Context: an optimization exercise on an open-source flow, tuned for small area and a short achievable clock period. The choices shown serve that exercise and are no tape-out recipe.
Function was checked by simulation only, so behaviour that the tests miss may differ from the original.
In every run shown here, the design's own scripts or RTL, not TritonCTS, make the clock network.
The clock port is modelled as an ideal driver, which makes a skipped or thinned clock tree look cheaper than it is; a real chip needs a root buffer or a tree.
Power is estimated from default activity; no workload was simulated.

<file path="design/flow/design.v">
module buffer
(
	input clk,
	input rst,
	input [31:0] in,
	output [31:0] out
);
	reg rst_r;
	reg [6:0] row2_r;
	reg [2:0] slot2_r;
	reg [1:0] wr_d, rd_d;
	reg [1:0] wr_1, rd_1;
	reg [1:0] wr_r, rd_r;
	reg [31:0] ring [0:253];
	reg [31:0] buffer_out;
	assign out = buffer_out;
	always @(*) begin
		case ({row2_r, slot2_r})
			{7'd0, 3'd0}, {7'd0, 3'd2}: {wr_d, rd_d} = {2'b00, 2'b01};
			{7'd0, 3'd1}, {7'd0, 3'd3}, {7'd0, 3'd4}: {wr_d, rd_d} = {2'b00, 2'b10};
			{7'd1, 3'd0}, {7'd1, 3'd2}, {7'd2, 3'd0}, {7'd2, 3'd2}, {7'd3, 3'd0}, {7'd3, 3'd2}, {7'd4, 3'd0}, {7'd4, 3'd2}, {7'd5, 3'd0}, {7'd5, 3'd2}, {7'd6, 3'd0}, {7'd6, 3'd2}, {7'd7, 3'd2}, {7'd8, 3'd2}, {7'd9, 3'd1}, {7'd9, 3'd2}, {7'd10, 3'd1}, {7'd10, 3'd2}, {7'd11, 3'd1}, {7'd11, 3'd2}, {7'd12, 3'd1}, {7'd12, 3'd2}, {7'd13, 3'd1}, {7'd13, 3'd2}, {7'd14, 3'd1}, {7'd14, 3'd2}, {7'd15, 3'd1}, {7'd15, 3'd2}, {7'd16, 3'd1}, {7'd16, 3'd2}, {7'd17, 3'd1}, {7'd17, 3'd2}, {7'd17, 3'd4}, {7'd18, 3'd1}, {7'd18, 3'd2}, {7'd18, 3'd3}, {7'd18, 3'd4}, {7'd19, 3'd1}, {7'd19, 3'd2}, {7'd19, 3'd3}, {7'd19, 3'd4}, {7'd20, 3'd1}, {7'd20, 3'd2}, {7'd20, 3'd3}, {7'd20, 3'd4}, {7'd21, 3'd1}, {7'd21, 3'd2}, {7'd21, 3'd3}, {7'd21, 3'd4}, {7'd22, 3'd1}, {7'd22, 3'd2}, {7'd22, 3'd3}, {7'd22, 3'd4}, {7'd23, 3'd1}, {7'd23, 3'd2}, {7'd23, 3'd3}, {7'd23, 3'd4}, {7'd24, 3'd2}, {7'd24, 3'd3}, {7'd24, 3'd4}, {7'd25, 3'd4}, {7'd26, 3'd4}, {7'd27, 3'd4}, {7'd28, 3'd4}, {7'd29, 3'd4}, {7'd30, 3'd4}, {7'd31, 3'd4}, {7'd32, 3'd4}, {7'd33, 3'd4}, {7'd34, 3'd4}, {7'd35, 3'd0}, {7'd35, 3'd1}, {7'd35, 3'd4}, {7'd36, 3'd0}, {7'd36, 3'd1}, {7'd36, 3'd4}, {7'd37, 3'd0}, {7'd37, 3'd1}, {7'd37, 3'd4}, {7'd38, 3'd0}, {7'd38, 3'd1}, {7'd38, 3'd4}, {7'd39, 3'd0}, {7'd39, 3'd1}, {7'd39, 3'd4}, {7'd40, 3'd0}, {7'd40, 3'd1}, {7'd40, 3'd4}, {7'd41, 3'd0}, {7'd41, 3'd1}, {7'd41, 3'd4}, {7'd42, 3'd0}, {7'd42, 3'd1}, {7'd43, 3'd0}, {7'd43, 3'd1}, {7'd43, 3'd3}, {7'd44, 3'd0}, {7'd44, 3'd1}, {7'd44, 3'd3}, {7'd45, 3'd0}, {7'd45, 3'd1}, {7'd45, 3'd3}, {7'd46, 3'd0}, {7'd46, 3'd1}, {7'd46, 3'd3}, {7'd47, 3'd0}, {7'd47, 3'd1}, {7'd47, 3'd3}, {7'd48, 3'd0}, {7'd48, 3'd1}, {7'd48, 3'd3}: {wr_d, rd_d} = {2'b01, 2'b01};
			{7'd1, 3'd1}, {7'd1, 3'd3}, {7'd1, 3'd4}, {7'd2, 3'd1}, {7'd2, 3'd3}, {7'd2, 3'd4}, {7'd3, 3'd1}, {7'd3, 3'd3}, {7'd3, 3'd4}, {7'd4, 3'd1}, {7'd4, 3'd3}, {7'd4, 3'd4}, {7'd5, 3'd1}, {7'd5, 3'd3}, {7'd5, 3'd4}, {7'd6, 3'd1}, {7'd6, 3'd3}, {7'd6, 3'd4}, {7'd7, 3'd1}, {7'd7, 3'd3}, {7'd7, 3'd4}, {7'd8, 3'd0}, {7'd8, 3'd3}, {7'd8, 3'd4}, {7'd9, 3'd0}, {7'd9, 3'd3}, {7'd9, 3'd4}, {7'd10, 3'd0}, {7'd10, 3'd3}, {7'd10, 3'd4}, {7'd11, 3'd0}, {7'd11, 3'd3}, {7'd11, 3'd4}, {7'd12, 3'd0}, {7'd12, 3'd3}, {7'd12, 3'd4}, {7'd13, 3'd0}, {7'd13, 3'd3}, {7'd13, 3'd4}, {7'd14, 3'd0}, {7'd14, 3'd3}, {7'd14, 3'd4}, {7'd15, 3'd0}, {7'd15, 3'd3}, {7'd15, 3'd4}, {7'd16, 3'd0}, {7'd16, 3'd3}, {7'd17, 3'd0}, {7'd18, 3'd0}, {7'd19, 3'd0}, {7'd20, 3'd0}, {7'd21, 3'd0}, {7'd22, 3'd0}, {7'd23, 3'd0}, {7'd24, 3'd0}, {7'd25, 3'd0}, {7'd25, 3'd1}, {7'd26, 3'd0}, {7'd26, 3'd1}, {7'd26, 3'd2}, {7'd26, 3'd3}, {7'd27, 3'd0}, {7'd27, 3'd1}, {7'd27, 3'd2}, {7'd27, 3'd3}, {7'd28, 3'd0}, {7'd28, 3'd1}, {7'd28, 3'd2}, {7'd28, 3'd3}, {7'd29, 3'd0}, {7'd29, 3'd1}, {7'd29, 3'd2}, {7'd29, 3'd3}, {7'd30, 3'd0}, {7'd30, 3'd1}, {7'd30, 3'd2}, {7'd30, 3'd3}, {7'd31, 3'd0}, {7'd31, 3'd1}, {7'd31, 3'd2}, {7'd31, 3'd3}, {7'd32, 3'd0}, {7'd32, 3'd1}, {7'd32, 3'd2}, {7'd32, 3'd3}, {7'd33, 3'd0}, {7'd33, 3'd1}, {7'd33, 3'd2}, {7'd33, 3'd3}, {7'd34, 3'd2}, {7'd34, 3'd3}, {7'd35, 3'd2}, {7'd35, 3'd3}, {7'd36, 3'd2}, {7'd36, 3'd3}, {7'd37, 3'd2}, {7'd37, 3'd3}, {7'd38, 3'd2}, {7'd38, 3'd3}, {7'd39, 3'd2}, {7'd39, 3'd3}, {7'd40, 3'd2}, {7'd40, 3'd3}, {7'd41, 3'd2}, {7'd41, 3'd3}, {7'd42, 3'd2}, {7'd43, 3'd2}, {7'd43, 3'd4}, {7'd44, 3'd2}, {7'd44, 3'd4}, {7'd45, 3'd2}, {7'd45, 3'd4}, {7'd46, 3'd2}, {7'd46, 3'd4}, {7'd47, 3'd2}, {7'd47, 3'd4}, {7'd48, 3'd2}, {7'd48, 3'd4}: {wr_d, rd_d} = {2'b10, 2'b10};
			{7'd7, 3'd0}, {7'd24, 3'd1}, {7'd25, 3'd2}, {7'd25, 3'd3}, {7'd42, 3'd4}: {wr_d, rd_d} = {2'b01, 2'b10};
			{7'd8, 3'd1}, {7'd16, 3'd4}, {7'd17, 3'd3}, {7'd34, 3'd0}, {7'd34, 3'd1}, {7'd42, 3'd3}: {wr_d, rd_d} = {2'b10, 2'b01};
			{7'd49, 3'd0}, {7'd49, 3'd1}, {7'd49, 3'd3}: {wr_d, rd_d} = {2'b01, 2'b00};
			{7'd49, 3'd2}, {7'd49, 3'd4}: {wr_d, rd_d} = {2'b10, 2'b00};
			default: {wr_d, rd_d} = 4'b0;
		endcase
	end
	always @(posedge clk) begin
		rst_r <= rst;
		if (rst_r) begin
			row2_r <= 7'd0;
			slot2_r <= 3'd3;
			wr_1 <= 2'b00;
			rd_1 <= 2'b01;
			wr_r <= 2'b00;
			rd_r <= 2'b10;
		end else begin
			row2_r <= slot2_r == 3'd5 ? row2_r + 7'd1 : row2_r;
			slot2_r <= slot2_r == 3'd5 ? 3'd0 : slot2_r + 3'd1;
			wr_1 <= wr_d;
			rd_1 <= rd_d;
			wr_r <= wr_1;
			rd_r <= rd_1;
		end
	end
	integer j;
	always @(posedge clk) begin
		for (j = 1; j < 254; j = j + 1)
			ring[j] <= ring[j-1];
		ring[0] <= ring[253];
		if (wr_r[0]) ring[0] <= in;
		if (wr_r[1]) ring[105] <= in;
	end
	always @(posedge clk)
		buffer_out <= ({32{rd_r[0]}} & ring[253]) | ({32{rd_r[1]}} & ring[104]);
endmodule
</file>
<file path="design/flow/flow/run.sh">
#!/bin/bash
# Standard layout, except that the clock tree is built by flow/cts_hook.tcl.
set -e
here=$(pwd)
V=sky130_fd_sc_hd__inv_16
C=sky130_fd_sc_hd__clkinv_16
export CTREE_DIR=$here/flow
export CTREE_FANOUTS="36 5 4 3"
export CTREE_CELLS="$V $V $C $V"
bash standard.sh PRE_CTS_TCL=$here/flow/cts_hook.tcl SETUP_SLACK_MARGIN=5.6 finish > standard.log 2>&1
</file>
<file path="design/flow/flow/ctree.tcl">
# Build a balanced clock tree by recursive bisection.
# Globals: TREE_FANOUTS (list, leaf level first), TREE_CELLS (list of masters per level, leaf first)
proc ctree_split {items nclus {maxd 0}} {
  # items: list of {x y payload}; returns nclus groups (more when maxd > 0 and a group's
  # bounding box half-perimeter, in dbu, is larger than maxd)
  set xs [lmap it $items {lindex $it 0}]
  set ys [lmap it $items {lindex $it 1}]
  set dx [expr {[tcl::mathfunc::max {*}$xs] - [tcl::mathfunc::min {*}$xs]}]
  set dy [expr {[tcl::mathfunc::max {*}$ys] - [tcl::mathfunc::min {*}$ys]}]
  if {$nclus <= 1} {
    if {$maxd <= 0 || $dx + $dy <= $maxd || [llength $items] < 2} { return [list $items] }
    set nclus 2
  }
  set ax [expr {$dx >= $dy ? 0 : 1}]
  set sorted [lsort -integer -index $ax $items]
  set c1 [expr {$nclus / 2}]
  set n1 [expr {int(round(double([llength $items]) * $c1 / $nclus))}]
  set a [lrange $sorted 0 [expr {$n1 - 1}]]
  set b [lrange $sorted $n1 end]
  return [concat [ctree_split $a $c1 $maxd] [ctree_split $b [expr {$nclus - $c1}] $maxd]]
}
proc ctree_build {fanouts cells {maxd_um 0}} {
  set db [ord::get_db]
  set block [ord::get_db_block]
  set clk [$block findNet clk]
  # sinks: every iterm on clk
  set items {}
  foreach it [$clk getITerms] {
    set inst [$it getInst]
    set bb [$inst getBBox]
    lappend items [list [expr {([$bb xMin] + [$bb xMax]) / 2}] [expr {([$bb yMin] + [$bb yMax]) / 2}] $it]
  }
  set level 0
  set core [$block getCoreArea]
  while {1} {
    set fo [lindex $fanouts $level]
    set cellname [lindex $cells $level]
    set master [$db findMaster $cellname]
    set n [llength $items]
    set nclus [expr {($n + $fo - 1) / $fo}]
    if {$level == [llength $fanouts] - 1 && $fo >= $n} { set nclus 1 }
    set maxd [expr {$level == 0 ? int($maxd_um * [$block getDbUnitsPerMicron]) : 0}]
    set groups [ctree_split $items $nclus $maxd]
    set next {}
    set gi 0
    foreach g $groups {
      set sx 0; set sy 0
      foreach it $g { incr sx [lindex $it 0]; incr sy [lindex $it 1] }
      set cx [expr {$sx / [llength $g]}]
      set cy [expr {$sy / [llength $g]}]
      set name "ctree_L${level}_$gi"
      set inst [odb::dbInst_create $block $master $name]
      set w [$master getWidth]; set h [$master getHeight]
      set x [expr {max([$core xMin], min([$core xMax] - $w, $cx - $w / 2))}]
      set y [expr {max([$core yMin], min([$core yMax] - $h, $cy - $h / 2))}]
      $inst setLocation $x $y
      $inst setPlacementStatus PLACED
      set net [odb::dbNet_create $block "ctree_net_L${level}_$gi"]
      $net setSigType CLOCK
      foreach it $g {
        set p [lindex $it 2]
        $p disconnect
        $p connect $net
      }
      set out ""; set inp ""
      foreach t [$inst getITerms] {
        if {[$t isOutputSignal]} { set out $t } elseif {[$t isInputSignal]} { set inp $t }
      }
      $out connect $net
      lappend next [list $cx $cy $inp]
      incr gi
    }
    puts "ctree level $level: [llength $groups] x $cellname"
    set items $next
    incr level
    if {$level == [llength $fanouts]} { break }
  }
  if {[llength $items] > 4} { error "ctree: [llength $items] top-level cells, at most 4 allowed" }
  foreach it $items { [lindex $it 2] connect $clk }
}
</file>
<file path="design/flow/flow/cts_hook.tcl">
# Sourced by ORFS cts.tcl (PRE_CTS_TCL) before clock_tree_synthesis: replace TritonCTS by a
# balanced inverter tree built by recursive bisection of the flip-flops (flow/ctree.tcl).
source $::env(CTREE_DIR)/ctree.tcl
rename clock_tree_synthesis _tritoncts_unused
proc clock_tree_synthesis {args} {
  ctree_build $::env(CTREE_FANOUTS) $::env(CTREE_CELLS)
  set_propagated_clock [all_clocks]
}
</file>
<file path="design/flow/standard.sh">
#!/bin/bash
# synth_recipe.tcl (not shown) runs the flow's synth.tcl, then flattens the netlist and writes it again
# the make line also repeats each setting of config.mk as NAME=value (left out here)
make -C /OpenROAD-flow-scripts/flow DESIGN_CONFIG=/design/flow/config.mk WORK_HOME=/design/flow/orfs CLKGATE_MAP_FILE= SYNTH_SCRIPT=/design/flow/synth_recipe.tcl "${@:-finish}"
</file>
<file path="design/flow/config.mk">
export PLATFORM = sky130hd
export DESIGN_NAME = buffer
export DESIGN_NICKNAME = buffer
export VERILOG_FILES = /design/flow/design.v
export SDC_FILE = /design/flow/constraint.sdc
export NUM_CORES = 4
export LEC_CHECK = 0
export CAP_MARGIN = 40
export CORE_MARGIN = 2
export CORE_UTILIZATION = 60
export PLACE_DENSITY = 0.68
export SETUP_SLACK_MARGIN = 5
export SLEW_MARGIN = 20
export SYNTH_MEMORY_MAX_BITS = 16384
</file>
<file path="design/flow/constraint.sdc">
create_clock -name core_clock -period 8.0 [get_ports {clk}]
set_input_delay 1.6000 -clock core_clock [delete_from_list [all_inputs] [get_ports {clk}]]
set_output_delay 1.6000 -clock core_clock [all_outputs]
set_load 0.01 [all_outputs]
</file>
==> notes.md, run 1 <==
* Status: no timing/DRC/antenna violations
* # Post-CTS Setup Buffers at 0
* Clock slew at reported path FFs at 0.11 ns
* Dpl ws at 5.38 ns
* Worst R2R End: wr_1[1]
* GRT Residual Overflow at 0
* Pleak at 69.9 nW
* Synthesized area per cell at 19.7 um2
* Sequential group share of total power at 71.7%
* Main synth FF type: dfxtp_1
* Number of synthesized flops with an enable pin at 0
* Final setup viols at 0
* Final period utilization at 31.1%
* Clock Power Share at 28.1%
* Wire length per cell at 12.9 um
* CP startpoint kind: flip-flop
* Slew @ Worst Pin at 0.837 ns
* DRC at 0
* End of the critical path: out[21]
* Synth-to-layout area growth at 6.71%
* Power Dens Cells at 322 nW/um2
* Setup slack, reg-to-reg at 5.52 ns
* Setup crit end kind: output pin
* Design area at 177000 um2
* Instance count on the critical path at 1
* Switching Fraction at 24.0%
* Final ANT Viol Nets at 0
* DR vias/cell at 4.16
* Area of the multi-input gates at 1940 um2
* CP Max Fanout at 1
* Net Switching at 13.7 mW
* CP startpoint: buffer_out[21]
* Worst EP required at 6.40 ns
* Synthesized area at 166000 um2
* Die width at 530 um
* Clock Latency Late Sink at 0.42 ns
* # port buffers at 65
* Placed instance area at 171000 um2
* Std cell rows at 193
* HPWL after DPL at 79800 um
* Syn nets at 8483
* Maxcap violations at 0
* Yosys reg bits at 8179
* Post-route setup TNS at 0 ns
* Fill cells at 18909
* Final core utilization at 64.2%
* Die footprint at 281000 um2
* Final WS setup at 5.51 ns
* FF-to-FF Start: slot2_r[1]
* Vias in the first global route at 51215
* Worst path max stage delay at 0.34 ns
* Peak VDD IR at 0.257 mV
* CP top delay family: flip-flops
* Ys async rst share at 0%
* Effective utilization at floorplan at 60.2%
* Final Skew at 0.0528 ns
* Crit-path cells: buf_6
* Gr usage total at 11.2%
* CP Class: flip-flop to output pin
* Crit path DAT at 0.89 ns
* Final Critical Period at 2.49 ns
* Worst Path Buf+Inv at 1
* Post-synthesis sequential area ratio at 98.7%
* Most frequent cells in the layout: dfxtp_1 (8152), inv_16 (278), mux2_2 (65), clkdlybuf4s50_1 (33), a22o_1 (32)
* RSZ-0062 raised after global routing: yes
* Max Slew Vio Count at 0
* DRT iter0 DRCs at 2550
* Final Non-Filler Cells at 12479
* Hold Path Class: flip-flop to flip-flop
* Cell-internal power at 43.3 mW
* Drt total wl at 161000 um
* Minimum hold slack at 0.298 ns
* FF+latch area at 164000 um2
* Power Total at 57.0 mW
* Commonest non-fill, non-tap cell in the layout: dfxtp_1
* Initial antenna violation count at 6
* Mapped Cells at 8442
* Synth cell types at 60
* Top Ports at 66
* Placed Cells at 12184
* Layout cell share with drive strength beyond 1 at 4.91%
* Max_slew headroom at 44.1%
* Worst path slowest cell: dfxtp_2
* Fmax at 402 MHz
* Via count at 51948
* Core area at 276000 um2
* FF-to-FF path depth at 6
* Largest net degree at the start of global routing at 37
* First-pass GRT wire length at 265000 um
* Final hold violation count at 0
* Combinational power share at 0.2%
* Die height at 530 um
* Synth warn at 2
* Fin nets at 8815
* Initial DRT Pass Iterations at 12
* GP Congestion at 0.842
cell families after synthesis:
group                      synth area share (%)
xor gates and xnor gates                 0.0264
buffers and inverters                     0.143
AOI/OAI and AO/OA                         0.384
adders and majority gates                0.0656
muxes                                     0.477
and+or+nand+nor                           0.207
DFF                                        98.7
how the worst min path moves through the flow:
stage / from / cells past startpoint / to
final: ring[38][27] / 0 / ring[39][27]
after global routing: ring[94][2] / 0 / ring[95][2]
after CTS: ring[48][0] / 0 / ring[49][0]
after detailed placement: ring[115][1] / 0 / ring[116][1]
after global placement: ring[102][20] / 0 / ring[103][20]
after floorplan: ring[99][0] / 0 / ring[100][0]
final cells by class:
type	count	share of cell area [%]
Multi-Input combinational cell	226	1.09
Tap cell	3705	2.62
Timing Repair Buffer	72	0.421
Inverter	295	3.36
Antenna cell	2	0.00283
Sequential cell	8179	92.5
cell usage after synthesis (3+ instances only):
| master | n | area (um2) |
|---|---|---|
| mux2i_1 | 6 | 60.1 |
| or3_1 | 3 | 18.8 |
| buf_1 | 6 | 22.5 |
| dfxtp_1 | 8179 | 164000 |
| nand2b_1 | 5 | 31.3 |
| buf_4 | 4 | 30.0 |
| a311oi_1 | 4 | 35.0 |
| a21oi_1 | 8 | 40.0 |
| ha_1 | 7 | 87.6 |
| buf_6 | 9 | 101 |
| a211oi_1 | 3 | 22.5 |
| xnor2_1 | 4 | 35.0 |
| a21o_1 | 3 | 22.5 |
| mux2_2 | 65 | 732 |
| inv_1 | 5 | 18.8 |
| nand2_1 | 9 | 33.8 |
| o21ai_0 | 5 | 25.0 |
| a22o_1 | 32 | 280 |
| clkbuf_1 | 9 | 33.8 |
| nand3_1 | 4 | 20.0 |
| nor2_1 | 19 | 71.3 |
| nor2b_1 | 4 | 25.0 |
power by group through the flow:
stage	registers [mW]	clock network, mW	logic, mW
detailed placement	41.8	0	0.0915
finish	40.9	16.0	0.109
global route	40.9	18.0	0.113
CTS	40.9	16.6	0.0924
global placement	41.8	0	0.0631
floorplan	41.8	0	0.0623
state kept, by name (all words and copies together), names as in the netlist:
register,flops
buffer_out,32
rd_1,2
rd_r,2
ring,8128
row2_r,7
rst_r,1
slot2_r,3
wr_1,2
wr_r,2
per-layer routing:
metal | wire length (um) | track usage, % | share of wire (%) | vias up
met5 | 0 | 0 | 0 | -
met4 | 6460 | 3.89 | 4.0 | 0
met3 | 6510 | 1.99 | 4.0 | 448
met2 | 60500 | 15.4 | 38 | 661
met1 | 87200 | 17.9 | 54 | 24386
li1 | - | - | - | 26453
what timing repair did:
item	4_1_cts	5_1_grt
hold buffers	0	0
setup endpoints to repair	34	33
hold endpoints to repair	0	0
gates resized for setup	159	15
==> inputs of run 2 (changes only) <==
--- a/design/flow/flow/run.sh
+++ b/design/flow/flow/run.sh
@@ -8,3 +8,3 @@
 export CTREE_FANOUTS="36 5 4 3"
 export CTREE_CELLS="$V $V $C $V"
-bash standard.sh PRE_CTS_TCL=$here/flow/cts_hook.tcl SETUP_SLACK_MARGIN=5.6 finish > standard.log 2>&1
+bash standard.sh PRE_CTS_TCL=$here/flow/cts_hook.tcl SETUP_SLACK_MARGIN=5.9 finish > standard.log 2>&1
--- a/design/flow/config.mk
+++ b/design/flow/config.mk
@@ -8,6 +8,6 @@
 export CAP_MARGIN = 40
 export CORE_MARGIN = 2
-export CORE_UTILIZATION = 60
-export PLACE_DENSITY = 0.68
+export CORE_UTILIZATION = 70
+export PLACE_DENSITY = 0.8
 export SETUP_SLACK_MARGIN = 5
 export SLEW_MARGIN = 20
==> notes.md, run 2 <==
* Worst path max stage delay at 0.34 ns (about the same)
* Peak VDD IR at 0.268 mV (+4.1%)
* Synth cell count leaders: dfxtp_1 (8179), mux2_2 (65), a22o_1 (32)
* Yosys top cell by area: dfxtp_1
* Final ANT Viol Nets at 0 (unchanged)
* Fmax at 402 MHz (+0.11%)
* Setup crit end kind: output pin
* Yosys reg bits at 8179 (unchanged)
* Maxcap violations at 0 (unchanged)
* Cell-internal power at 43.3 mW (about the same)
* Area of the multi-input gates at 2020 um2 (+4.2%)
* Clock slew at reported path FFs at 0.10 ns (about the same)
* Top cell type's share of synthesized area at 98.7% (unchanged)
* Placed Cells at 11629 (-4.6%)
* Number of synthesized flops with an enable pin at 0 (unchanged)
* Commonest non-fill, non-tap cell in the layout: dfxtp_1
* GRT Residual Overflow at 0 (unchanged)
* CP startpoint kind: flip-flop
* Largest net degree at the start of global routing at 37 (unchanged)
* Clock Power Share at 28.4% (+0.3 points)
* Synthesized area per cell at 19.7 um2 (unchanged)
* HPWL after DPL at 86600 um (+8.5%)
* Die height at 491 um (-7.4%)
* Initial antenna violation count at 10 (+4)
* Die width at 491 um (-7.4%)
* First-pass GRT wire length at 305000 um (+15%)
* Sequential group share of total power at 71.4% (-0.3 points)
* Largest registers: ring: 8128 flops, buffer_out: 32 flops, row2_r: 7 flops
* FF+latch area at 164000 um2 (about the same)
* Combinational power share at 0.2% (about the same)
* Die footprint at 241000 um2 (-14%)
* Wire length per cell at 15.9 um (+23%)
* Fin nets at 8818 (+0.034%)
* Pleak at 69.9 nW (about the same)
* Count leader, synth: dfxtp_1
* Final Critical Period at 2.49 ns (-0.00266 ns)
* Final Non-Filler Cells at 11937 (-4.3%)
* Initial DRT Pass Iterations at 9 (-3)
* Effective utilization at floorplan at 70.5% (+10 points)
* Ys async rst share at 0% (unchanged)
* Final Skew at 0.0582 ns (+0.00539 ns)
* Net Switching at 13.9 mW (+1.8%)
* CP Max Fanout at 1 (unchanged)
* Synth cell types at 60 (unchanged)
* Crit-path cells: buf_2
* Status: no timing/DRC/antenna violations
* CP Class: flip-flop to output pin
* Gr usage total at 15.5% (+4.3 points)
* Register with the most flip-flops: ring
* Hold Path Class: flip-flop to flip-flop
* Most frequent cells in the layout: dfxtp_1 (8144), inv_16 (278), mux2_2 (64), clkdlybuf4s50_1 (33)
* Post-route setup TNS at 0 ns (unchanged)
* Worst EP required at 6.40 ns (about the same)
* Post-synthesis sequential area ratio at 98.7% (unchanged)
* # port buffers at 65 (unchanged)
* Crit path DAT at 0.89 ns (about the same)
* Mapped Cells at 8442 (unchanged)
* Top Ports at 66 (unchanged)
* Ranking of synthesized cells by area: dfxtp_1 (99%), mux2_2 (0.44%), a22o_1 (0.17%), buf_6 (0.061%), ha_1 (0.053%)
* Power Dens Cells at 324 nW/um2 (+0.79%)
* Layout cell share with drive strength beyond 1 at 5.17% (+0.26 points)
* Worst path slowest cell: dfxtp_1
* Final core utilization at 75.0% (+11 points)
* RSZ-0062 raised after global routing: yes
* Max Slew Vio Count at 0 (unchanged)
* Std cell rows at 178 (-7.8%)
* Slew @ Worst Pin at 0.813 ns (-0.0235 ns)
* Switching Fraction at 24.3% (+0.32 points)
* Max_slew headroom at 45.7% (+1.6 points)
* Vias in the first global route at 54492 (+6.4%)
* Clock Latency Late Sink at 0.42 ns (about the same)
* Synth-to-layout area growth at 6.38%
* Main synth FF type: dfxtp_1
* Core area at 235000 um2 (-15%)
* DRC at 0 (unchanged)
* Final setup viols at 0 (unchanged)
* Synthesized area at 166000 um2 (unchanged)
* Via count at 51964 (+0.031%)
* Synth warn at 2 (unchanged)
* DRT iter0 DRCs at 2801 (+9.8%)
* Final period utilization at 31.1% (-0.033 points)
* CP top delay family: flip-flops
* Syn nets at 8483 (unchanged)
* GP Congestion at 0.893 (+6.0%)
* Drt total wl at 189000 um (+18%)
* Max reg flops at 8128 (unchanged)
* DR vias/cell at 4.35 (+4.6%)
* Fill cells at 12451 (-34%)
* Final hold violation count at 0 (unchanged)
* Worst Path Buf+Inv at 1 (unchanged)
-- run 2: routing by layer --
metal	global-route usage, %	up-vias	part of all wire [%]
li1	-	26485	-
met1	23.0	24358	49
met2	24.3	692	44
met3	2.36	429	3.5
met4	4.25	0	2.9
met5	0	-	0
-- run 2: path summary, 6_finish.rpt --
kind / from / to / slack (ns) / cells after the start
setup / recovery: buffer_out[29] / out[29] / 5.51 / 1
hold / removal: ring[24][29] / ring[25][29] / 0.28 / 0
setup reg to reg: slot2_r[1] / wr_1[1] / 5.84 / 7
hold reg to reg: ring[24][29] / ring[25][29] / 0.28 / 0
-- run 2: repair_timing --
item / CTS / global route
gates cloned: 0 / 0
setup endpoints to repair: 36 / 34
gates resized for setup: 176 / 28
pin swaps: 1 / 7
hold buffers: 0 / 0
buffers inserted: 4 / 2
-- run 2: cells by family after synthesis --
kind of cell	synth area share, %
flops	98.7
compound gates	0.384
mux	0.477
simple gates	0.207
buf+inv	0.143
fa+ha+maj	0.0656
xor+xnor	0.0264
-- run 2: power by group through the flow --
stage / clock, mW / sequential [mW] / combinational [mW]
floorplan: 0 / 41.8 / 0.0623
global placement: 0 / 41.8 / 0.0629
detailed placement: 0 / 41.8 / 0.0946
CTS: 16.6 / 40.9 / 0.108
global route: 18.0 / 40.9 / 0.128
finish: 16.3 / 40.9 / 0.127
-- run 2: layout make-up --
class | count | share of cell area, %
Sequential cell | 8179 | 92.8
Inverter | 295 | 3.37
Tap cell | 3150 | 2.23
Multi-Input combinational cell | 226 | 1.14
Timing Repair Buffer | 75 | 0.427
Antenna cell | 12 | 0.0170
-- run 2: metrics by stage --
stage                     hold WS, ns  cell area, um2  setup WS (ns)  power (mW)
final                           0.278          176000           5.51        57.2
after global routing            0.296          176000           5.48        59.0
after CTS                       0.284          176000           5.49        57.6
after detailed placement        0.312          170000           5.42        41.9
after global placement          0.310          170000           5.57        41.9
after floorplan                 0.310          166000           5.97        41.8
==> inputs of run 3 (changes only) <==
==> design/flow/flow/run.sh (replaced) <==
#!/bin/bash
# Standard layout, except that the clock tree is built by flow/cts_hook.tcl.
set -e
here=$(pwd)
V=sky130_fd_sc_hd__inv_16
export CTREE_DIR=$here/flow
export CTREE_FANOUTS="36 5 4 3"
export CTREE_CELLS="$V $V $V $V"
bash standard.sh PRE_CTS_TCL=$here/flow/cts_hook.tcl SETUP_SLACK_MARGIN=5.9 finish > standard.log 2>&1
==> notes.md, run 3 <==
* CP top delay family: flip-flops
* RSZ-0062 raised after global routing: yes
* Synthesized area at 166000 um2 (unchanged)
* Maxcap violations at 0 (unchanged)
* Wire length per cell at 15.9 um (+0.44%)
* Minimum hold slack at 0.285 ns (+0.00740 ns)
* Effective utilization at floorplan at 70.5% (unchanged)
* Status: no timing/DRC/antenna violations
* Synth-to-layout area growth at 6.31% (about the same)
* Pleak at 69.9 nW (about the same)
* GP Congestion at 0.893 (unchanged)
* Worst path slowest cell: dfxtp_1
* Drt total wl at 190000 um (+0.44%)
* Fin nets at 8819 (+0.011%)
* Placed instance area at 170000 um2 (unchanged)
* Clock slew at reported path FFs at 0.10 ns (about the same)
* Largest net degree at the start of global routing at 37 (unchanged)
* Yosys reg bits at 8179 (unchanged)
* Yosys top cell by area: dfxtp_1
* Count leader, synth: dfxtp_1
* Power Dens Cells at 325 nW/um2 (about the same)
* Initial antenna violation count at 7 (-3)
* Final Critical Period at 2.52 ns (+0.0355 ns)
* Peak VDD IR at 0.268 mV (+0.16%)
* Synth warn at 2 (unchanged)
* Synth cell count leaders: dfxtp_1 (8179), mux2_2 (65), a22o_1 (32)
* Commonest non-fill, non-tap cell in the layout: dfxtp_1
* Mapped Cells at 8442 (unchanged)
* Final period utilization at 31.5% (+0.44 points)
* Register with the most flip-flops: ring
* Ranking of synthesized cells by area: dfxtp_1 (99%), mux2_2 (0.44%), a22o_1 (0.17%), buf_6 (0.061%), ha_1 (0.053%)
* DR vias/cell at 4.35 (about the same)
* Worst Path Buf+Inv at 1 (unchanged)
* Setup crit end kind: output pin
* Largest registers: ring: 8128 flops, buffer_out: 32 flops, row2_r: 7 flops
* Most frequent cells in the layout: dfxtp_1 (8146), inv_16 (290), mux2_2 (64), clkdlybuf4s50_1 (33), a22o_1 (32)
* Main synth FF type: dfxtp_1
* Crit-path cells: buf_2
* Final Non-Filler Cells at 11937 (unchanged)
* First-pass GRT wire length at 305000 um (+0.26%)
* Initial DRT Pass Iterations at 8 (-1)
* Gr usage total at 15.6% (+0.049 points)
* Max_slew headroom at 46.5% (+0.75 points)
* Final hold violation count at 0 (unchanged)
* Design area at 176000 um2 (about the same)
* # port buffers at 65 (unchanged)
* HPWL after DPL at 86600 um (unchanged)
* Post-synthesis sequential area ratio at 98.7% (unchanged)
* CP Max Fanout at 1 (unchanged)
* Hold Path Class: flip-flop to flip-flop
* DRT iter0 DRCs at 2879 (+2.8%)
* CP startpoint kind: flip-flop
* Ys async rst share at 0% (unchanged)
* Via count at 51967 (+0.0058%)
* Syn nets at 8483 (unchanged)
* Synthesized area per cell at 19.7 um2 (unchanged)
* Top Ports at 66 (unchanged)
* Power Total at 57.2 mW (about the same)
* Worst path max stage delay at 0.33 ns (about the same)
* Crit path DAT at 0.92 ns (+0.03 ns)
* DRC at 0 (unchanged)
* Max Slew Vio Count at 0 (unchanged)
* Clock Latency Late Sink at 0.45 ns (+0.03 ns)
* Vias in the first global route at 54620 (+0.23%)
* Layout cell share with drive strength beyond 1 at 5.17% (about the same)
* Slew @ Worst Pin at 0.802 ns (-0.0112 ns)
* Final Skew at 0.0599 ns (+0.00173 ns)
* Placed Cells at 11629 (unchanged)
* Final ANT Viol Nets at 0 (unchanged)
* Final setup viols at 0 (unchanged)
* Top cell type's share of synthesized area at 98.7% (unchanged)
* Worst EP required at 6.40 ns (about the same)
* CTS Hold Buffers Added at 0 (unchanged)
* Number of synthesized flops with an enable pin at 0 (unchanged)
* Die height at 491 um (unchanged)
* GRT Residual Overflow at 0 (unchanged)
* Synth cell types at 60 (unchanged)
* Core area at 235000 um2 (unchanged)
* Max reg flops at 8128 (unchanged)
* Std cell rows at 178 (unchanged)
* Die width at 491 um (unchanged)
* Fmax at 397 MHz (-1.4%)
* CP Class: flip-flop to output pin
* Die footprint at 241000 um2 (unchanged)
* Post-route setup TNS at 0 ns (unchanged)
run 3: timing repair:
action / 4_1_cts / 5_1_grt
endpoints found under the setup margin: 36 / 35
pin swaps: 1 / 6
endpoints found under the hold margin: 0 / 0
buffers inserted: 3 / 4
resized for setup: 172 / 29
run 3: routing by layer:
layer	part of all wire [%]	vias up	track usage, %
li1	-	26491	-
met1	49	24346	23.1
met2	44	707	24.3
met3	3.4	423	2.29
met4	3.2	0	4.29
met5	0	-	0
run 3: final timing paths:
path / from / end / slack (ns) / cells after the start
max: buffer_out[21] / out[21] / 5.48 / 1
min: ring[22][29] / ring[23][29] / 0.29 / 0
max reg2reg: row2_r[1] / wr_1[0] / 5.77 / 4
min reg2reg: ring[22][29] / ring[23][29] / 0.29 / 0
run 3: layout make-up:
cell class,count,area [um2]
Antenna cell,11,27.5
Inverter,295,5830
Multi-Input combinational cell,226,2030
Sequential cell,8179,164000
Tap cell,3150,3940
Fill cell,12434,59000
Timing Repair Buffer,76,754
run 3: logic make-up after synthesis:
logic type,Yosys count,share of synthesized area (%)
AND/OR/NAND/NOR,63,0.207
adder cells (fa/ha/maj),9,0.0656
XOR/XNOR,5,0.0264
flip-flops,8179,98.7
AO/OA/AOI/OAI,78,0.384
buffers and inverters,37,0.143
multiplexers,71,0.477
run 3: through the flow:
stage	worst slack [ns]	utilization, %
final	5.48	74.9
after global routing	5.44	74.9
after CTS	5.46	74.8
after detailed placement	5.42	72.4
after global placement	5.57	72.3
after floorplan	5.97	-
run 3: report_power, final:
group          leakage [nW]  internal, mW  switching, mW
registers              65.9          40.8         0.0520
logic                  1.18        0.0562         0.0726
clock network          2.84          2.44           13.8
run 3: worst register-to-register path, cell delays in order (launching register included):
cell	delay, ns
dfxtp_1	0.65
a21oi_1	0.30
o311ai_0	0.65
nand4_1	0.28
o22ai_1	0.27
==> inputs of run 4 (changes only) <==
==> design/flow/design.v (replaced) <==
module buffer
(
	input clk,
	input rst,
	input [31:0] in,
	output [31:0] out
);
	reg rst_r;
	reg [6:0] row2_r;
	reg [2:0] slot2_r;
	reg [4:0] wr_d, rd_d;
	reg [4:0] wr_1, rd_1;
	reg [4:0] wr_r, rd_r;
	reg [31:0] ring0 [0:191];
	reg [31:0] ring1 [0:47];
	reg [31:0] ring2 [0:5];
	reg [31:0] buffer_out;
	assign out = buffer_out;
	always @(*) begin
		case ({row2_r, slot2_r})
			{7'd0, 3'd0}: {wr_d, rd_d} = {5'b00000, 5'b00100};
			{7'd0, 3'd1}, {7'd0, 3'd2}, {7'd0, 3'd3}: {wr_d, rd_d} = {5'b00000, 5'b00010};
			{7'd0, 3'd4}: {wr_d, rd_d} = {5'b00000, 5'b00001};
			{7'd1, 3'd0}, {7'd6, 3'd2}, {7'd39, 3'd3}, {7'd42, 3'd0}: {wr_d, rd_d} = {5'b00100, 5'b00010};
			{7'd1, 3'd1}, {7'd1, 3'd3}, {7'd2, 3'd1}, {7'd2, 3'd3}, {7'd2, 3'd4}, {7'd3, 3'd1}, {7'd3, 3'd3}, {7'd3, 3'd4}, {7'd4, 3'd4}, {7'd5, 3'd4}, {7'd6, 3'd4}, {7'd7, 3'd4}, {7'd10, 3'd1}, {7'd13, 3'd0}, {7'd14, 3'd0}, {7'd14, 3'd1}, {7'd15, 3'd0}, {7'd15, 3'd1}, {7'd16, 3'd1}, {7'd18, 3'd0}, {7'd19, 3'd0}, {7'd20, 3'd0}, {7'd21, 3'd0}, {7'd22, 3'd0}, {7'd22, 3'd1}, {7'd23, 3'd0}, {7'd23, 3'd1}, {7'd24, 3'd0}, {7'd24, 3'd1}, {7'd25, 3'd0}, {7'd25, 3'd1}, {7'd26, 3'd0}, {7'd26, 3'd1}, {7'd26, 3'd2}, {7'd27, 3'd0}, {7'd27, 3'd1}, {7'd27, 3'd2}, {7'd28, 3'd0}, {7'd28, 3'd1}, {7'd28, 3'd2}, {7'd29, 3'd0}, {7'd29, 3'd1}, {7'd29, 3'd2}, {7'd30, 3'd0}, {7'd30, 3'd1}, {7'd30, 3'd2}, {7'd30, 3'd3}, {7'd31, 3'd0}, {7'd31, 3'd1}, {7'd31, 3'd2}, {7'd31, 3'd3}, {7'd32, 3'd0}, {7'd36, 3'd2}, {7'd37, 3'd0}, {7'd38, 3'd0}, {7'd39, 3'd0}, {7'd40, 3'd0}, {7'd43, 3'd0}: {wr_d, rd_d} = {5'b00010, 5'b00010};
			{7'd1, 3'd2}, {7'd2, 3'd0}, {7'd4, 3'd0}, {7'd7, 3'd2}, {7'd8, 3'd4}, {7'd9, 3'd3}, {7'd13, 3'd3}, {7'd14, 3'd2}, {7'd16, 3'd0}, {7'd16, 3'd2}, {7'd17, 3'd1}, {7'd17, 3'd4}, {7'd32, 3'd2}, {7'd33, 3'd0}, {7'd34, 3'd2}, {7'd35, 3'd0}, {7'd37, 3'd2}, {7'd40, 3'd3}, {7'd44, 3'd1}: {wr_d, rd_d} = {5'b00010, 5'b00001};
			{7'd1, 3'd4}, {7'd2, 3'd2}, {7'd3, 3'd0}, {7'd8, 3'd2}, {7'd9, 3'd0}, {7'd11, 3'd4}, {7'd12, 3'd3}, {7'd15, 3'd2}, {7'd16, 3'd4}, {7'd17, 3'd0}, {7'd21, 3'd1}, {7'd25, 3'd2}, {7'd29, 3'd3}, {7'd33, 3'd2}, {7'd34, 3'd0}, {7'd35, 3'd2}, {7'd36, 3'd0}, {7'd36, 3'd1}, {7'd43, 3'd1}, {7'd48, 3'd0}: {wr_d, rd_d} = {5'b00001, 5'b00010};
			{7'd3, 3'd2}: {wr_d, rd_d} = {5'b00010, 5'b10000};
			{7'd4, 3'd1}, {7'd9, 3'd2}, {7'd10, 3'd0}, {7'd11, 3'd1}, {7'd12, 3'd4}, {7'd32, 3'd1}, {7'd37, 3'd1}, {7'd41, 3'd0}, {7'd44, 3'd0}: {wr_d, rd_d} = {5'b00010, 5'b00100};
			{7'd4, 3'd2}, {7'd48, 3'd3}: {wr_d, rd_d} = {5'b10000, 5'b00100};
			{7'd4, 3'd3}, {7'd32, 3'd3}: {wr_d, rd_d} = {5'b00010, 5'b01000};
			{7'd5, 3'd0}, {7'd6, 3'd1}, {7'd11, 3'd2}, {7'd34, 3'd1}, {7'd38, 3'd3}, {7'd39, 3'd2}, {7'd40, 3'd4}, {7'd41, 3'd1}, {7'd41, 3'd3}, {7'd42, 3'd2}, {7'd46, 3'd2}, {7'd46, 3'd4}: {wr_d, rd_d} = {5'b00001, 5'b00100};
			{7'd5, 3'd1}, {7'd8, 3'd0}, {7'd10, 3'd2}, {7'd14, 3'd4}, {7'd33, 3'd1}, {7'd35, 3'd1}, {7'd36, 3'd3}, {7'd38, 3'd1}, {7'd41, 3'd2}, {7'd42, 3'd1}, {7'd43, 3'd2}, {7'd43, 3'd4}, {7'd45, 3'd0}, {7'd46, 3'd3}, {7'd47, 3'd2}: {wr_d, rd_d} = {5'b00100, 5'b00001};
			{7'd5, 3'd2}, {7'd6, 3'd0}, {7'd7, 3'd0}, {7'd7, 3'd1}, {7'd13, 3'd4}, {7'd35, 3'd3}, {7'd40, 3'd2}, {7'd41, 3'd4}, {7'd42, 3'd4}, {7'd45, 3'd3}: {wr_d, rd_d} = {5'b00100, 5'b00100};
			{7'd5, 3'd3}, {7'd33, 3'd3}, {7'd43, 3'd3}: {wr_d, rd_d} = {5'b01000, 5'b01000};
			{7'd6, 3'd3}, {7'd15, 3'd3}, {7'd48, 3'd4}: {wr_d, rd_d} = {5'b01000, 5'b00001};
			{7'd7, 3'd3}, {7'd14, 3'd3}, {7'd48, 3'd2}: {wr_d, rd_d} = {5'b00001, 5'b01000};
			{7'd8, 3'd1}, {7'd11, 3'd0}: {wr_d, rd_d} = {5'b00100, 5'b10000};
			{7'd8, 3'd3}, {7'd13, 3'd1}, {7'd13, 3'd2}: {wr_d, rd_d} = {5'b01000, 5'b00010};
			{7'd9, 3'd1}, {7'd12, 3'd0}: {wr_d, rd_d} = {5'b10000, 5'b00010};
			{7'd9, 3'd4}, {7'd10, 3'd3}, {7'd10, 3'd4}, {7'd11, 3'd3}, {7'd15, 3'd4}, {7'd16, 3'd3}, {7'd17, 3'd2}, {7'd17, 3'd3}, {7'd18, 3'd1}, {7'd18, 3'd2}, {7'd18, 3'd3}, {7'd18, 3'd4}, {7'd19, 3'd1}, {7'd19, 3'd2}, {7'd19, 3'd3}, {7'd19, 3'd4}, {7'd20, 3'd1}, {7'd20, 3'd2}, {7'd20, 3'd3}, {7'd20, 3'd4}, {7'd21, 3'd2}, {7'd21, 3'd3}, {7'd21, 3'd4}, {7'd22, 3'd2}, {7'd22, 3'd3}, {7'd22, 3'd4}, {7'd23, 3'd2}, {7'd23, 3'd3}, {7'd23, 3'd4}, {7'd24, 3'd2}, {7'd24, 3'd3}, {7'd24, 3'd4}, {7'd25, 3'd3}, {7'd25, 3'd4}, {7'd26, 3'd3}, {7'd26, 3'd4}, {7'd27, 3'd3}, {7'd27, 3'd4}, {7'd28, 3'd3}, {7'd28, 3'd4}, {7'd29, 3'd4}, {7'd30, 3'd4}, {7'd31, 3'd4}, {7'd34, 3'd4}, {7'd35, 3'd4}, {7'd36, 3'd4}, {7'd37, 3'd3}, {7'd37, 3'd4}, {7'd38, 3'd2}, {7'd38, 3'd4}, {7'd39, 3'd1}, {7'd39, 3'd4}, {7'd40, 3'd1}, {7'd44, 3'd2}, {7'd44, 3'd4}, {7'd45, 3'd1}, {7'd45, 3'd2}, {7'd45, 3'd4}, {7'd46, 3'd0}, {7'd46, 3'd1}, {7'd47, 3'd0}, {7'd47, 3'd1}, {7'd48, 3'd1}: {wr_d, rd_d} = {5'b00001, 5'b00001};
			{7'd12, 3'd1}, {7'd12, 3'd2}, {7'd42, 3'd3}, {7'd47, 3'd4}: {wr_d, rd_d} = {5'b00100, 5'b01000};
			{7'd32, 3'd4}, {7'd47, 3'd3}: {wr_d, rd_d} = {5'b00001, 5'b10000};
			{7'd33, 3'd4}: {wr_d, rd_d} = {5'b10000, 5'b00001};
			{7'd34, 3'd3}, {7'd44, 3'd3}: {wr_d, rd_d} = {5'b01000, 5'b00100};
			{7'd49, 3'd0}: {wr_d, rd_d} = {5'b00010, 5'b00000};
			{7'd49, 3'd1}, {7'd49, 3'd4}: {wr_d, rd_d} = {5'b00001, 5'b00000};
			{7'd49, 3'd2}: {wr_d, rd_d} = {5'b01000, 5'b00000};
			{7'd49, 3'd3}: {wr_d, rd_d} = {5'b00100, 5'b00000};
			default: {wr_d, rd_d} = 10'b0;
		endcase
	end
	always @(posedge clk) begin
		rst_r <= rst;
		if (rst_r) begin
			row2_r <= 7'd0;
			slot2_r <= 3'd3;
			wr_1 <= 5'b00000;
			rd_1 <= 5'b00010;
			wr_r <= 5'b00000;
			rd_r <= 5'b00010;
		end else begin
			row2_r <= slot2_r == 3'd5 ? row2_r + 7'd1 : row2_r;
			slot2_r <= slot2_r == 3'd5 ? 3'd0 : slot2_r + 3'd1;
			wr_1 <= wr_d;
			rd_1 <= rd_d;
			wr_r <= wr_1;
			rd_r <= rd_1;
		end
	end
	integer j;
	always @(posedge clk) begin
		for (j = 1; j < 192; j = j + 1)
			ring0[j] <= ring0[j-1];
		ring0[0] <= ring0[191];
		for (j = 1; j < 48; j = j + 1)
			ring1[j] <= ring1[j-1];
		ring1[0] <= ring1[47];
		for (j = 1; j < 6; j = j + 1)
			ring2[j] <= ring2[j-1];
		ring2[0] <= ring2[5];
		if (wr_r[0]) ring0[0] <= in;
		if (wr_r[1]) ring0[25] <= in;
		if (wr_r[2]) ring1[0] <= in;
		if (wr_r[3]) ring1[28] <= in;
		if (wr_r[4]) ring2[0] <= in;
	end
	always @(posedge clk)
		buffer_out <= ({32{rd_r[0]}} & ring0[185])
			| ({32{rd_r[1]}} & ring0[18])
			| ({32{rd_r[2]}} & ring1[41])
			| ({32{rd_r[3]}} & ring1[21])
			| ({32{rd_r[4]}} & ring2[5]);
endmodule
==> design/flow/flow/run.sh (replaced) <==
#!/bin/bash
# Standard layout, except that the clock tree is built by flow/cts_hook.tcl.
set -e
here=$(pwd)
V=sky130_fd_sc_hd__inv_16
C=sky130_fd_sc_hd__clkinv_16
export CTREE_DIR=$here/flow
export CTREE_FANOUTS="36 5 4 3"
export CTREE_CELLS="$V $V $C $V"
bash standard.sh PRE_CTS_TCL=$here/flow/cts_hook.tcl SETUP_SLACK_MARGIN=5.9 finish > standard.log 2>&1
--- a/design/flow/config.mk
+++ b/design/flow/config.mk
@@ -8,6 +8,6 @@
 export CAP_MARGIN = 40
 export CORE_MARGIN = 2
-export CORE_UTILIZATION = 70
-export PLACE_DENSITY = 0.8
+export CORE_UTILIZATION = 60
+export PLACE_DENSITY = 0.68
 export SETUP_SLACK_MARGIN = 5
 export SLEW_MARGIN = 20
==> notes.md, run 4 <==
* Post-route setup TNS at 0 ns (unchanged)
* GRT Residual Overflow at 0 (unchanged)
* Synth cell count leaders: dfxtp_1 (7935), mux2_2 (163), nand2_1 (77)
* Final hold violation count at 0 (unchanged)
* Layout cell share with drive strength beyond 1 at 7.57% (+2.4 points)
* Pleak at 69.7 nW (-0.31%)
* Final Critical Period at 2.47 ns (-0.0490 ns)
* Final setup viols at 0 (unchanged)
* Max reg flops at 6144 (-24%)
* Gr usage total at 14.2% (-1.4 points)
* Combinational power share at 0.9% (+0.7 points)
* FF-to-FF Start: slot2_r[0]
* Core area at 273000 um2 (+16%)
* Synth-to-layout area growth at 7.44%
* Maxcap violations at 0 (unchanged)
* First-pass GRT wire length at 311000 um (+1.8%)
* DR vias/cell at 4.27 (-1.8%)
* Initial DRT Pass Iterations at 7 (-1)
* Commonest non-fill, non-tap cell in the layout: dfxtp_1
* Worst Path Buf+Inv at 1 (unchanged)
* CP startpoint kind: flip-flop
* Placed Cells at 12252 (+5.4%)
* Crit-path cells: buf_2
* Initial antenna violation count at 26 (+19)
* Minimum hold slack at 0.267 ns (-0.0176 ns)
* Sequential group share of total power at 71.1% (-0.3 points)
* Worst path max stage delay at 0.32 ns (about the same)
* Drt total wl at 201000 um (+5.8%)
* Synth warn at 4 (+2)
* Hold Path Class: flip-flop to flip-flop
* Die width at 527 um (+7.4%)
* Max_slew headroom at 40.0% (-6.5 points)
* Min-Delay Endpoint: ring0[13][21]
* Effective utilization at floorplan at 60.1% (-10 points)
* Synthesized area per cell at 19.0 um2 (-3.6%)
* Die height at 527 um (+7.4%)
* Worst EP required at 6.40 ns (about the same)
* CP top delay family: flip-flops
* Net Switching at 13.6 mW (-2.2%)
* # port buffers at 65 (unchanged)
* Synth cell types at 68 (+13%)
* Final Skew at 0.0768 ns (+0.0168 ns)
* Power Dens Cells at 317 nW/um2 (-2.3%)
* Vias in the first global route at 53347 (-2.3%)
* Worst hold stages at 0 (unchanged)
* Clock Latency Late Sink at 0.44 ns (about the same)
* DRT iter0 DRCs at 2687 (-6.7%)
* Top Ports at 66 (unchanged)
* Register with the most flip-flops: ring0
* Crit path DAT at 0.87 ns (-0.05 ns)
* CP Class: flip-flop to output pin
* Peak VDD IR at 0.233 mV (-13%)
* Design area at 176000 um2 (about the same)
* Final Non-Filler Cells at 12600 (+5.6%)
* Fmax at 404 MHz (+2.0%)
* Largest net degree at the start of global routing at 46 (+24%)
* Most frequent cells in the layout: dfxtp_1 (7904), inv_16 (270), mux2_2 (163), nand2_1 (70), buf_4 (44)
* Ys async rst share at 0% (unchanged)
* HP Start: ring0[12][21]
* Number of synthesized flops with an enable pin at 0 (unchanged)
* Ranking of synthesized cells by area: dfxtp_1 (97%), mux2_2 (1.1%), a222oi_1 (0.20%), nand2_1 (0.18%), a22oi_1 (0.16%)
* Setup crit end kind: output pin
* Switching Fraction at 24.4% (+0.045 points)
* Status: no timing/DRC/antenna violations
* Std cell rows at 192 (+7.9%)
* Via count at 53845 (+3.6%)
* RSZ-0062 raised after global routing: yes
* Count leader, synth: dfxtp_1
* Placed instance area at 169000 um2 (-0.68%)
* Die footprint at 278000 um2 (+15%)
* Post-synthesis sequential area ratio at 96.8% (-1.9 points)
* FF-to-FF path depth at 10 (+6)
* GP Congestion at 0.748 (-16%)
* CTS Hold Buffers Added at 0 (unchanged)
* Mapped Cells at 8659 (+2.6%)
* HPWL after DPL at 109000 um (+26%)
* Clock Power Share at 28.0% (-0.4 points)
* Cell-internal power at 42.3 mW (-2.4%)
* Yosys reg bits at 7935 (-3.0%)
* Clock slew at reported path FFs at 0.10 ns (about the same)
* CP Max Fanout at 1 (unchanged)
* DRC at 0 (unchanged)
* Final ANT Viol Nets at 0 (unchanged)
* Max Slew Vio Count at 0 (unchanged)
* Synthesized area at 164000 um2 (-1.1%)
* Worst R2R End: rd_1[0]
* Yosys top cell by area: dfxtp_1
* Wire length per cell at 16.0 um (+0.27%)
* Worst path slowest cell: dfxtp_1
* Final period utilization at 30.9% (-0.61 points)
* Main synth FF type: dfxtp_1
* Largest registers: ring0: 6144 flops, ring1: 1536 flops, ring2: 192 flops
* Fin nets at 9053 (+2.7%)
* Syn nets at 8703 (+2.6%)
* Setup slack, reg-to-reg at 5.78 ns (about the same)
* Slew @ Worst Pin at 0.901 ns (+0.0985 ns)
* Top cell type's share of synthesized area at 96.8% (-1.9 points)
[run 4: changes by cell type in the layout (fill, tap and decap cells not counted), sizes merged, moves of 32 or more]
cell / before / now
a222oi: 0 / 32
a22oi: 0 / 34
buf: 43 / 119
dfxtp: 8179 / 7935
mux2: 65 / 163
nand2: 9 / 77
[run 4: worst max-delay path by stage]
stage                              start  endpoint  slack, ns  cells after the start
final                     buffer_out[30]   out[30]       5.53                      1
after global routing      buffer_out[28]   out[28]       5.49                      1
after CTS                  buffer_out[6]    out[6]       5.50                      1
after detailed placement      slot2_r[2]   rd_1[0]       4.69                     10
after global placement        slot2_r[2]   rd_1[0]       4.60                     10
after floorplan               slot2_r[1]   rd_1[2]       5.91                     11
[run 4: what timing repair did]
| item | in CTS | in global routing |
|---|---|---|
| gates resized for setup | 275 | 55 |
| gates cloned | 6 | 0 |
| endpoints found under the setup margin | 72 | 54 |
| setup buffers | 52 | 4 |
| pin swaps | 28 | 34 |
[run 4: area by class of cell]
cell class	instances	area, um2
timing repair buffer	156	1820
multi-input combinational	625	5260
fill	18530	96600
tap	3589	4490
antenna	4	10.0
sequential	7935	159000
inverter	291	5820
[run 4: metrics by stage]
step / utilization, % / power [mW] / setup WS [ns]
floorplan: - / 40.8 / 5.91
global placement: 61.9 / 41.0 / 4.60
detailed placement: 62.0 / 41.0 / 4.69
CTS: 64.5 / 56.3 / 5.50
global route: 64.6 / 57.8 / 5.49
finish: 64.6 / 55.9 / 5.53
[run 4: logic make-up (layout without fill, tap and decap cells)]
family / Yosys count / in the layout / synth area share (%)
multiplexers: 174 / 174 / 1.19
buffers and inverters: 99 / 447 / 0.296
adder cells (fa/ha/maj): 10 / 10 / 0.0762
AND/OR/NAND/NOR: 213 / 213 / 0.629
XOR/XNOR: 6 / 6 / 0.0320
other: 0 / 4 / 0
AO/OA/AOI/OAI: 222 / 222 / 0.980
flip-flops: 7935 / 7935 / 96.8
[run 4: metal layers]
metal / vias up / track usage [%] / part of all wire (%)
met5: - / 0 / 0
met4: 0 / 3.32 / 2.7
met3: 347 / 1.87 / 3.0
met2: 529 / 20.6 / 40
met1: 25399 / 22.7 / 54
li1: 27570 / - / -
[run 4: power groups by stage]
stage	sequential, mW	combinational, mW	clock, mW
finish	39.7	0.518	15.7
global placement	40.7	0.319	0
global route	39.8	0.553	17.5
floorplan	40.6	0.186	0
detailed placement	40.6	0.331	0
CTS	39.7	0.510	16.1
==> inputs of run 5 (changes only) <==
==> design/flow/flow/run.sh (replaced) <==
#!/bin/bash
# Standard layout (standard.sh), except that the clock tree is built by flow/cts_hook.tcl
# instead of TritonCTS, and flow/cts_post_hook.tcl splits any leaf cluster whose clock-pin
# slew came out high after legalization.  make's output goes to standard.log; ORFS keeps
# each step's log under orfs/logs/.
set -e
here=$(pwd)
V=sky130_fd_sc_hd__inv_16
C=sky130_fd_sc_hd__clkinv_16
export CTREE_DIR=$here/flow
# fanout per level, leaf level first; the top level's 4 cells hang on the clock port
export CTREE_FANOUTS="40 5 4 3"
export CTREE_CELLS="$V $V $C $V"
export CTREE_MAXD_UM=120
export CTREE_SLEW_NS=0.105
bash standard.sh PRE_CTS_TCL=$here/flow/cts_hook.tcl POST_CTS_TCL=$here/flow/cts_post_hook.tcl SETUP_SLACK_MARGIN=5.6 finish > standard.log 2>&1
--- a/design/flow/flow/ctree.tcl
+++ b/design/flow/flow/ctree.tcl
@@ -79,2 +79,57 @@
   foreach it $items { [lindex $it 2] connect $clk }
 }
+
+# After legalization: split any leaf cluster whose flip-flop clock pins see a slew above
+# limit_ns (placement parasitics) into two, driven by two cells of the same type.
+proc ctree_fix_slew {limit_ns} {
+  set db [ord::get_db]
+  set block [ord::get_db_block]
+  estimate_parasitics -placement
+  set nsplit 0
+  foreach net [$block getNets] {
+    if {![string match ctree_net_L0_* [$net getName]]} { continue }
+    set worst 0
+    set sinks {}
+    set drv ""
+    foreach it [$net getITerms] {
+      if {[$it isOutputSignal]} { set drv $it; continue }
+      set pin [get_pins -quiet [$it getName]]
+      foreach e {rise fall} {
+        set s [get_property $pin slew_max_$e]
+        if {$s > $worst} { set worst $s }
+      }
+      set bb [[$it getInst] getBBox]
+      lappend sinks [list [expr {([$bb xMin] + [$bb xMax]) / 2}] [expr {([$bb yMin] + [$bb yMax]) / 2}] $it]
+    }
+    if {$worst <= $limit_ns} { continue }
+    set dinst [$drv getInst]
+    set master [$dinst getMaster]
+    set inp ""
+    foreach t [$dinst getITerms] { if {[$t isInputSignal]} { set inp $t } }
+    set parent [$inp getNet]
+    set groups [ctree_split $sinks 2]
+    set g [lindex $groups 1]
+    set sx 0; set sy 0
+    foreach it $g { incr sx [lindex $it 0]; incr sy [lindex $it 1] }
+    set cx [expr {$sx / [llength $g]}]; set cy [expr {$sy / [llength $g]}]
+    set name "[$dinst getName]_split"
+    set inst [odb::dbInst_create $block $master $name]
+    $inst setLocation [expr {$cx - [$master getWidth] / 2}] [expr {$cy - [$master getHeight] / 2}]
+    $inst setPlacementStatus PLACED
+    set nnet [odb::dbNet_create $block "[$net getName]_split"]
+    $nnet setSigType CLOCK
+    foreach it $g { set p [lindex $it 2]; $p disconnect; $p connect $nnet }
+    foreach t [$inst getITerms] {
+      if {[$t isOutputSignal]} { $t connect $nnet } elseif {[$t isInputSignal]} { $t connect $parent }
+    }
+    # move the original driver to the centroid of the sinks it keeps
+    set g0 [lindex $groups 0]
+    set sx 0; set sy 0
+    foreach it $g0 { incr sx [lindex $it 0]; incr sy [lindex $it 1] }
+    $dinst setLocation [expr {$sx / [llength $g0] - [$master getWidth] / 2}] [expr {$sy / [llength $g0] - [$master getHeight] / 2}]
+    incr nsplit
+    puts "ctree: split [$net getName] (slew [format %.3f $worst] ns)"
+  }
+  puts "ctree: split $nsplit leaf clusters"
+  if {$nsplit} { detailed_placement }
+}
--- a/design/flow/flow/cts_hook.tcl
+++ b/design/flow/flow/cts_hook.tcl
@@ -4,5 +4,5 @@
 rename clock_tree_synthesis _tritoncts_unused
 proc clock_tree_synthesis {args} {
-  ctree_build $::env(CTREE_FANOUTS) $::env(CTREE_CELLS)
+  ctree_build $::env(CTREE_FANOUTS) $::env(CTREE_CELLS) $::env(CTREE_MAXD_UM)
   set_propagated_clock [all_clocks]
 }
==> design/flow/flow/cts_post_hook.tcl (new file) <==
# Sourced by ORFS cts.tcl (POST_CTS_TCL) after legalization and timing repair: split leaf
# clusters whose clock-pin slew came out high after legalization moved their flip-flops.
source $::env(CTREE_DIR)/ctree.tcl
ctree_fix_slew $::env(CTREE_SLEW_NS)
==> notes.md, run 5 <==
* Status: no timing/DRC/antenna violations
* Pleak at 71.0 nW (+1.9%)
* GRT Residual Overflow at 0 (unchanged)
* Fill cells at 18114 (-2.2%)
* Vias in the first global route at 55644 (+4.3%)
* Syn nets at 8703 (unchanged)
* Main synth FF type: dfxtp_1
* Min-Delay Endpoint: ring0[164][10]
* Synthesized area per cell at 19.0 um2 (unchanged)
* Synth cell count leaders: dfxtp_1 (7935), mux2_2 (163), nand2_1 (77)
* Clock Latency Late Sink at 0.48 ns (+0.04 ns)
* # port buffers at 65 (unchanged)
* Worst path max stage delay at 0.31 ns (about the same)
* FF-to-FF path depth at 10 (unchanged)
* Wire length per cell at 15.9 um (-0.66%)
* Power Dens Cells at 333 nW/um2 (+5.2%)
* Synth-to-layout area growth at 9.04%
* CP Max Fanout at 1 (unchanged)
* Setup crit end kind: output pin
* Std cell rows at 192 (unchanged)
* Gr usage total at 14.5% (+0.28 points)
* Yosys reg bits at 7935 (unchanged)
* First-pass GRT wire length at 317000 um (+2.0%)
* Fmax at 399 MHz (-1.3%)
* Fin nets at 9194 (+1.6%)
* Layout cell share with drive strength beyond 1 at 8.66% (+1.1 points)
* DR vias/cell at 4.32 (+1.0%)
* Crit-path cells: buf_2
* Top cell type's share of synthesized area at 96.8% (unchanged)
* Die height at 527 um (unchanged)
* Max_slew headroom at 42.0% (+2.0 points)
* GP Congestion at 0.732 (-2.2%)
* Post-synthesis sequential area ratio at 96.8% (unchanged)
* Largest net degree at the start of global routing at 43 (-6.5%)
* Yosys top cell by area: dfxtp_1
* Post-route setup TNS at 0 ns (unchanged)
* Worst EP required at 6.40 ns (about the same)
* Setup slack, reg-to-reg at 5.65 ns (-0.13 ns)
* Power Total at 59.7 mW (+6.7%)
* Placed Cells at 12247 (-0.041%)
* Drt total wl at 202000 um (+0.46%)
* Synth Area in Simple Gates at 0.629% (unchanged)
* CP Class: flip-flop to output pin
* Ys async rst share at 0% (unchanged)
* Commonest non-fill, non-tap cell in the layout: dfxtp_1
* Max Slew Vio Count at 0 (unchanged)
* Top Ports at 66 (unchanged)
* Crit path DAT at 0.91 ns (+0.04 ns)
* Synthesized area at 164000 um2 (unchanged)
* Clock slew at reported path FFs at 0.07 ns (-0.03 ns)
* Final Non-Filler Cells at 12742 (+1.1%)
* Synth Area in XOR/XNOR at 0.0320% (unchanged)
* RSZ-0062 raised after global routing: yes
* HPWL after DPL at 107000 um (-1.7%)
* Number of synthesized flops with an enable pin at 0 (unchanged)
* CP top delay family: flip-flops
* Worst hold stages at 0 (unchanged)
* DRT iter0 DRCs at 2513 (-6.5%)
* Synth Area in Compound Gates at 0.980% (unchanged)
* Final hold violation count at 0 (unchanged)
* Area share of fa/ha/maj cells after synthesis at 0.0762% (unchanged)
* Ranking of synthesized cells by area: dfxtp_1 (97%), mux2_2 (1.1%), a222oi_1 (0.20%), nand2_1 (0.18%), a22oi_1 (0.16%)
* Effective utilization at floorplan at 60.1% (unchanged)
* Via count at 54997 (+2.1%)
* Count leader, synth: dfxtp_1
* Hold Path Class: flip-flop to flip-flop
* Core area at 273000 um2 (unchanged)
* Max reg flops at 6144 (unchanged)
* Final Critical Period at 2.51 ns (+0.0337 ns)
* Die width at 527 um (unchanged)
* Peak VDD IR at 0.299 mV (+28%)
* Slew @ Worst Pin at 0.871 ns (-0.0298 ns)
* Final setup viols at 0 (unchanged)
* Final period utilization at 31.3% (+0.42 points)
* Largest family of logic cells by synthesized area: multiplexers
* Most frequent cells in the layout: dfxtp_1 (7906), inv_16 (448), mux2_2 (163), nand2_1 (73), nor2_1 (38)
* Initial antenna violation count at 22 (-15%)
* Synth warn at 4 (unchanged)
* DRC at 0 (unchanged)
* Maxcap violations at 0 (unchanged)
* Synth cell types at 68 (unchanged)
* Final Skew at 0.103 ns (+0.0263 ns)
* Largest registers: ring0: 6144 flops, ring1: 1536 flops, ring2: 192 flops
* Worst Path Buf+Inv at 1 (unchanged)
* Die footprint at 278000 um2 (unchanged)
* Worst R2R End: rd_1[2]
* Final ANT Viol Nets at 0 (unchanged)
* Post-synthesis mux area share at 1.19% (unchanged)
* Register with the most flip-flops: ring0
* HP Start: ring0[163][10]
* Initial DRT Pass Iterations at 5 (-2)
* Mapped Cells at 8659 (unchanged)
* FF-to-FF Start: slot2_r[1]
* Worst path slowest cell: dfxtp_1
* CP startpoint kind: flip-flop
run 5: worst max path at each step:
stage | from | end | slack (ns) | cells past startpoint
after floorplan | slot2_r[1] | rd_1[2] | 5.66 | 11
final | buffer_out[2] | out[2] | 5.49 | 1
after global routing | buffer_out[0] | out[0] | 5.43 | 1
after global placement | slot2_r[0] | wr_1[1] | 4.27 | 9
after detailed placement | slot2_r[0] | wr_1[0] | 4.50 | 8
run 5: layout make-up:
cell class / count / area [um2] / share of cell area [%]
repair buffers: 120 / 1180 / 0.658
multi-input cells: 625 / 5010 / 2.80
inverters: 468 / 9340 / 5.22
well taps: 3589 / 4490 / 2.51
flip-flops and latches: 7935 / 159000 / 88.8
diodes: 5 / 12.5 / 0.00699
run 5: kinds of logic after synthesis:
logic type | count (synthesis)
fa+ha+maj | 10
xor+xnor | 6
flops | 7935
mux | 174
compound gates | 222
simple gates | 213
buf+inv | 99
run 5: metal layers:
layer	up-vias	track usage, %	part of all wire (%)	wire, um
li1	27998	-	-	-
met1	25868	22.5	52	106000
met2	743	21.0	41	82100
met3	388	2.35	4.0	8160
met4	0	4.34	3.1	6250
met5	-	0	0	0
run 5: per-stage QoR:
stage | util [%] | hold WS [ns] | worst slack [ns] | cell area (um2)
after floorplan | - | 0.310 | 5.66 | 164000
after global placement | 61.9 | 0.310 | 4.27 | 169000
after detailed placement | 61.9 | 0.312 | 4.50 | 169000
after global routing | 65.6 | 0.234 | 5.43 | 179000
final | 65.6 | 0.235 | 5.49 | 179000
run 5: power by group:
group / switching [mW] / total, mW / leakage [nW] / internal (mW)
Clock: 15.9 / 19.5 / 4.51 / 3.69
Sequential: 0.0612 / 39.7 / 63.9 / 39.6
Combinational: 0.258 / 0.402 / 2.55 / 0.144

re-timing with driven ports:
No port has a modelled driver above. Below, the same layouts with a new extraction and two added sets of constraints. Step 1 assumes that a clkbuf_16 drives the clock port and a buf_2 every other input. Step 2 also shifts input and output timing later by t, the mid clock arrival at the registers, as if the neighbouring blocks saw the same clock. a / b / c = no drivers / after step 1 / after step 2; a / b = the first two.
| run | t (ns) | setup slack, ns | worst hold slack (ns) |
|---|---|---|---|
| run 1 | 0.682 | 5.511 / 5.227 / 5.522 | 0.298 / 0.298 / 0.298 |
| run 2 | 0.662 | 5.514 / 5.238 / 5.474 | 0.278 / 0.278 / 0.278 |
| run 3 | 0.701 | 5.478 / 5.200 / 5.436 | 0.285 / 0.285 / 0.285 |
| run 4 | 0.701 | 5.528 / 5.228 / 5.394 | 0.267 / 0.270 / 0.270 |
| run 5 | 0.708 | 5.494 / 5.208 / 5.362 | 0.235 / 0.235 / 0.235 |
After both steps setup and hold are still met in every run listed. For run 4, which loses most, drivers alone change the setup slack by -0.300 ns; drivers and shift together by -0.134 ns.
